Background: an optimization exercise with open tools, aiming at small area. Do not read the settings as production practice.
In this exercise RTL edits were held to simulation tests only and were not proved equivalent to the original.
The flow treats the clock pin as an ideal source, which a real chip does not have.
No activity file was given, so power comes from the tool's default toggle rates.

// apb_convolver
module apb_convolver(
    input  logic                      HCLK,
    input  logic                      HRESETn,
    input  logic               [11:0] PADDR,
    input  logic               [31:0] PWDATA,
    input  logic                      PWRITE,
    input  logic                      PSEL,
    input  logic                      PENABLE,
    output logic               [31:0] PRDATA,
    output logic                      PREADY,
    output logic                      PSLVERR,
    output logic               [3:0]  irq_o,
    output logic                      mem_wen_n,
    output logic               [10:0] mem_addr,
    output logic               [31:0] mem_wdata,
    input  logic               [31:0] mem_rdata
    );
    logic [2:0] rel_addr;
    assign rel_addr = PADDR[4:2];
    assign PREADY  = 1'b1;
    assign PSLVERR = 1'b0;
    assign irq_o   = 4'b0;
    logic wensel, shift, setup_in, display, clc, addr_increment;
    assign wensel         = PWRITE & PENABLE & PSEL;
    assign shift          = wensel & (rel_addr == 3'd3);
    assign setup_in       = PSEL & ~PENABLE & PWRITE & (rel_addr == 3'd3);
    assign display        = wensel & (rel_addr == 3'd4) &  PWDATA[0];
    assign clc            = wensel & (rel_addr == 3'd4) & ~PWDATA[0];
    assign addr_increment = ~PWRITE & PENABLE & PSEL & rel_addr[2];
    localparam logic [1:0] RESET = 2'd0, CALC = 2'd1, DISPLAY = 2'd2;
    logic [1:0]  state, next_state;
    logic [10:0] address, next_address;
    logic [4:0]  counter, next_counter;
    logic        WRITEn;
    logic [31:0] qw1, qw2, qw3, q_inp, h1, h2, q_out;
    logic        q_0, q_1, q_2, q_3, q_4, pa;
    always_ff @(posedge HCLK, negedge HRESETn)
        if (~HRESETn) begin
            q_out <= '0;
            q_0 <= 1'b0; q_1 <= 1'b0; q_2 <= 1'b0; q_3 <= 1'b0; q_4 <= 1'b0; pa <= 1'b0;
        end else begin
            if (q_4) q_out <= mem_rdata;
            q_0 <= shift;
            q_1 <= q_0;
            q_2 <= q_1 && (counter >= 5'd3) && (counter <= 5'd28);
            q_3 <= rel_addr[2];
            q_4 <= q_3;
            pa  <= setup_in;
        end
    always_comb begin
        case (rel_addr)
            3'd0: PRDATA = qw1;
  ...
Size in the first run: about 1,200 cells after synthesis, ~160 I/O pins, about 0.017 mm² of cells after synthesis.
clock: 10.0 ns
lec_check: 0
abc_area: 1
cap_margin: 20
core_margin: 2
core_utilization: 60
slew_margin: 20
standard.sh (not shown) runs the stock make flow with config.mk's settings and CLKGATE_MAP_FILE= SYNTH_SCRIPT=/design/flow/synth_recipe.tcl, a recipe that flattens the netlist after the stock synthesis.
==> flow/flow/run.sh <==
#!/bin/bash
# Own layout flow, built on the standard ORFS flow (standard.sh):
#  1. the standard synthesis (standard.sh synth, synth_recipe.tcl), with only the ABC
#     mapping script replaced by flow/abc.script (area-oriented mapping); the registers are
#     mapped before ABC runs, so they are the standard synthesis's registers;
#  2. flow/polarity.py rewrites the synthesised netlist's inverters: full adders are
#     self-dual and many gates have a complementary cell, so it picks their polarities to
#     need fewer inverters (registers and the logic function are unchanged);
#  3. the standard floorplan and placement, with port buffers of sky130_fd_sc_hd__buf_1
#     (instead of clkdlybuf4s50_1);
#  5. the rest of the standard flow.
# Each tool's full output goes to a log file of its own in the work folder (flow_*.log);
# ORFS's per-step logs are under orfs/logs/.
set -euo pipefail
RES=orfs/results/${FLOW_PLATFORM}/apb_convolver/base
LIB=${FLOW_HOME}/platforms/${FLOW_PLATFORM}/lib/sky130_fd_sc_hd__tt_025C_1v80.lib
BP="BUFFER_PORTS_ARGS=-buffer_cell sky130_fd_sc_hd__buf_1"

# synthesis: the standard synthesis script, with only its ABC mapping script replaced
# by flow/abc.script (area-oriented mapping); registers are mapped before ABC runs, so they
# are the standard synthesis's registers.
sed "s#log_cmd abc {\*}\$abc_args#lset abc_args [expr {[lsearch \$abc_args -script] + 1}] $PWD/flow/abc.script\n  log_cmd abc {*}\$abc_args#" \
  ${FLOW_HOME}/scripts/synth.tcl > synth_own.tcl
sed "s#source \$::env(SCRIPTS_DIR)/synth.tcl#source $PWD/synth_own.tcl#" synth_recipe.tcl > synth_recipe_own.tcl
bash standard.sh "SYNTH_SCRIPT=$PWD/synth_recipe_own.tcl" synth > flow_synth.log 2>&1
cp ${RES}/1_2_yosys.v ${RES}/1_2_yosys.standard.v
python3 flow/polarity.py ${RES}/1_2_yosys.standard.v ${RES}/1_2_yosys.pol.v ${LIB} > flow_polarity.log 2>&1
cp ${RES}/1_2_yosys.pol.v ${RES}/1_2_yosys.v
rm -f ${RES}/1_synth.odb ${RES}/1_synth.sdc

bash standard.sh "$BP" place > flow_place.log 2>&1

BASE="-sink_clustering_enable -repair_clock_nets -dont_use_dummy_load"
TRIALS=(
  "-buf_list sky130_fd_sc_hd__clkbuf_4 -sink_clustering_size 8 -sink_clustering_max_diameter 80"
  "-buf_list sky130_fd_sc_hd__clkbuf_4 -sink_clustering_size 10 -sink_clustering_max_diameter 60"
  "-buf_list sky130_fd_sc_hd__clkbuf_4 -sink_clustering_size 8 -sink_clustering_max_diameter 60"
  "-buf_list sky130_fd_sc_hd__clkbuf_8 -sink_clustering_size 14 -sink_clustering_max_diameter 60"
  "-buf_list sky130_fd_sc_hd__clkbuf_4 -sink_clustering_size 10 -sink_clustering_max_diameter 35"
  "-buf_list sky130_fd_sc_hd__clkbuf_8 -sink_clustering_size 10 -sink_clustering_max_diameter 60"
)
best_args="$BASE -buf_list sky130_fd_sc_hd__clkbuf_4"
best_area=1e9
: > flow_cts_trials.log
for i in "${!TRIALS[@]}"; do
  args="$BASE ${TRIALS[$i]}"
  line=$(CTS_TRY_ARGS="$args" CTS_TRY_ODB=${RES}/3_place.odb CTS_TRY_SDC=${RES}/3_place.sdc \
         openroad -no_init -exit flow/cts_trial.tcl 2>&1 | tee -a flow_cts_trials.log | grep CTS_TRIAL || true)
  echo "trial $i: $args -> $line" >> flow_cts_trials.log
  area=$(echo "$line" | awk '{print $3}'); slew=$(echo "$line" | awk '{print $5}')
  if [[ -n "$area" && -n "$slew" ]] && awk -v s="$slew" -v a="$area" -v b="$best_area" 'BEGIN{exit !(s < 0.108 && a < b)}'; then
    best_area=$area; best_args="$args"
  fi
done
echo "chosen: $best_args (clock cells $best_area um2)" >> flow_cts_trials.log

bash standard.sh "$BP" "CTS_ARGS=$best_args" finish > flow_layout.log 2>&1
==> flow/flow/abc.script <==
strash
&get -n
&dch -f
&nf -R 1000
&put
topo
Other scripts of this flow, unchanged in this note and not shown: flow/flow/cts_trial.tcl, flow/flow/polarity.py
The starting point passed the timing, design-rule and antenna checks.
Edit:
==> flow/flow/abc.script (replaced) <==
strash
ifraig
dch -f
amap -m -F 4 -A 8
topo
--- a/flow/config.mk
+++ b/flow/config.mk
@@ -10,3 +10,3 @@
 export CORE_MARGIN = 2
-export CORE_UTILIZATION = 60
+export CORE_UTILIZATION = 50
 export SLEW_MARGIN = 20
- The new run completed without violations
- worst setup slack got worse by 0.17 ns
- worst hold slack degrades by 0.015 ns
- power is lower by 19%
- via count rose by 1.4%
- design area hardly moves
- die area climbs by about 20%
- register-to-register slack degrades by 0.17 ns
- wire length climbs by 2.3%
- clock power is lower by about 2%
- non-clock buffer count stays the same
Edit:
--- a/flow/config.mk
+++ b/flow/config.mk
@@ -10,3 +10,3 @@
 export CORE_MARGIN = 2
-export CORE_UTILIZATION = 50
+export CORE_UTILIZATION = 75
 export SLEW_MARGIN = 20
Result:
- The new run completed with no timing, DRC or antenna violations
- worst setup slack got worse by 0.023 ns
- die area is lower by a quarter to a third
- routed wire length is lower slightly
Edit:
--- a/flow/config.mk
+++ b/flow/config.mk
@@ -10,3 +10,3 @@
 export CORE_MARGIN = 2
-export CORE_UTILIZATION = 75
+export CORE_UTILIZATION = 60
 export SLEW_MARGIN = 20
The changed run completed without violations. Die area came out higher by a quarter to a third. Routed wire length is about the same. Total power came out lower slightly. Setup slack gets better by 0.30 ns. Combinational power shrinks by a few percent. Synthesized cell count is unchanged. Via count went down by a few percent. Final area goes up slightly. Maximum frequency rises by a few percent. Core utilization fell by 16 points.

-- port drivers added, routing unchanged --
No port has a modelled driver above. Below, the same layouts with a new extraction and two added sets of constraints. Step 1 sets driving cells, clkbuf_16 on the clock port and buf_2 on the other inputs (assumed; they add their load-dependent delay and slew). Step 2 adds t to the input delays and takes it off the output delays; t is the mean of the earliest and latest rising clock arrival at the registers after step 1. Input paths then give back, and output paths get back, about the clock's delay inside the block. Slacks: no drivers / after step 1 / after step 2; pairs: no drivers / after step 1.
run	t, ns	setup slack, ns	pins driven straight from the clock port
the first run	0.707	0.470 / 0.470 / -0.184	1
the second run	0.696	0.295 / 0.295 / -0.182	1
the third run	0.672	0.272 / 0.277 / -0.396	1
the fourth run	0.689	0.571 / 0.589 / -0.099	1
Met with ideal ports but missed after step 2: setup timing in every run listed. The setup slack of the fourth run, which loses most, moves by +0.018 ns with the drivers and by -0.670 ns with both steps.
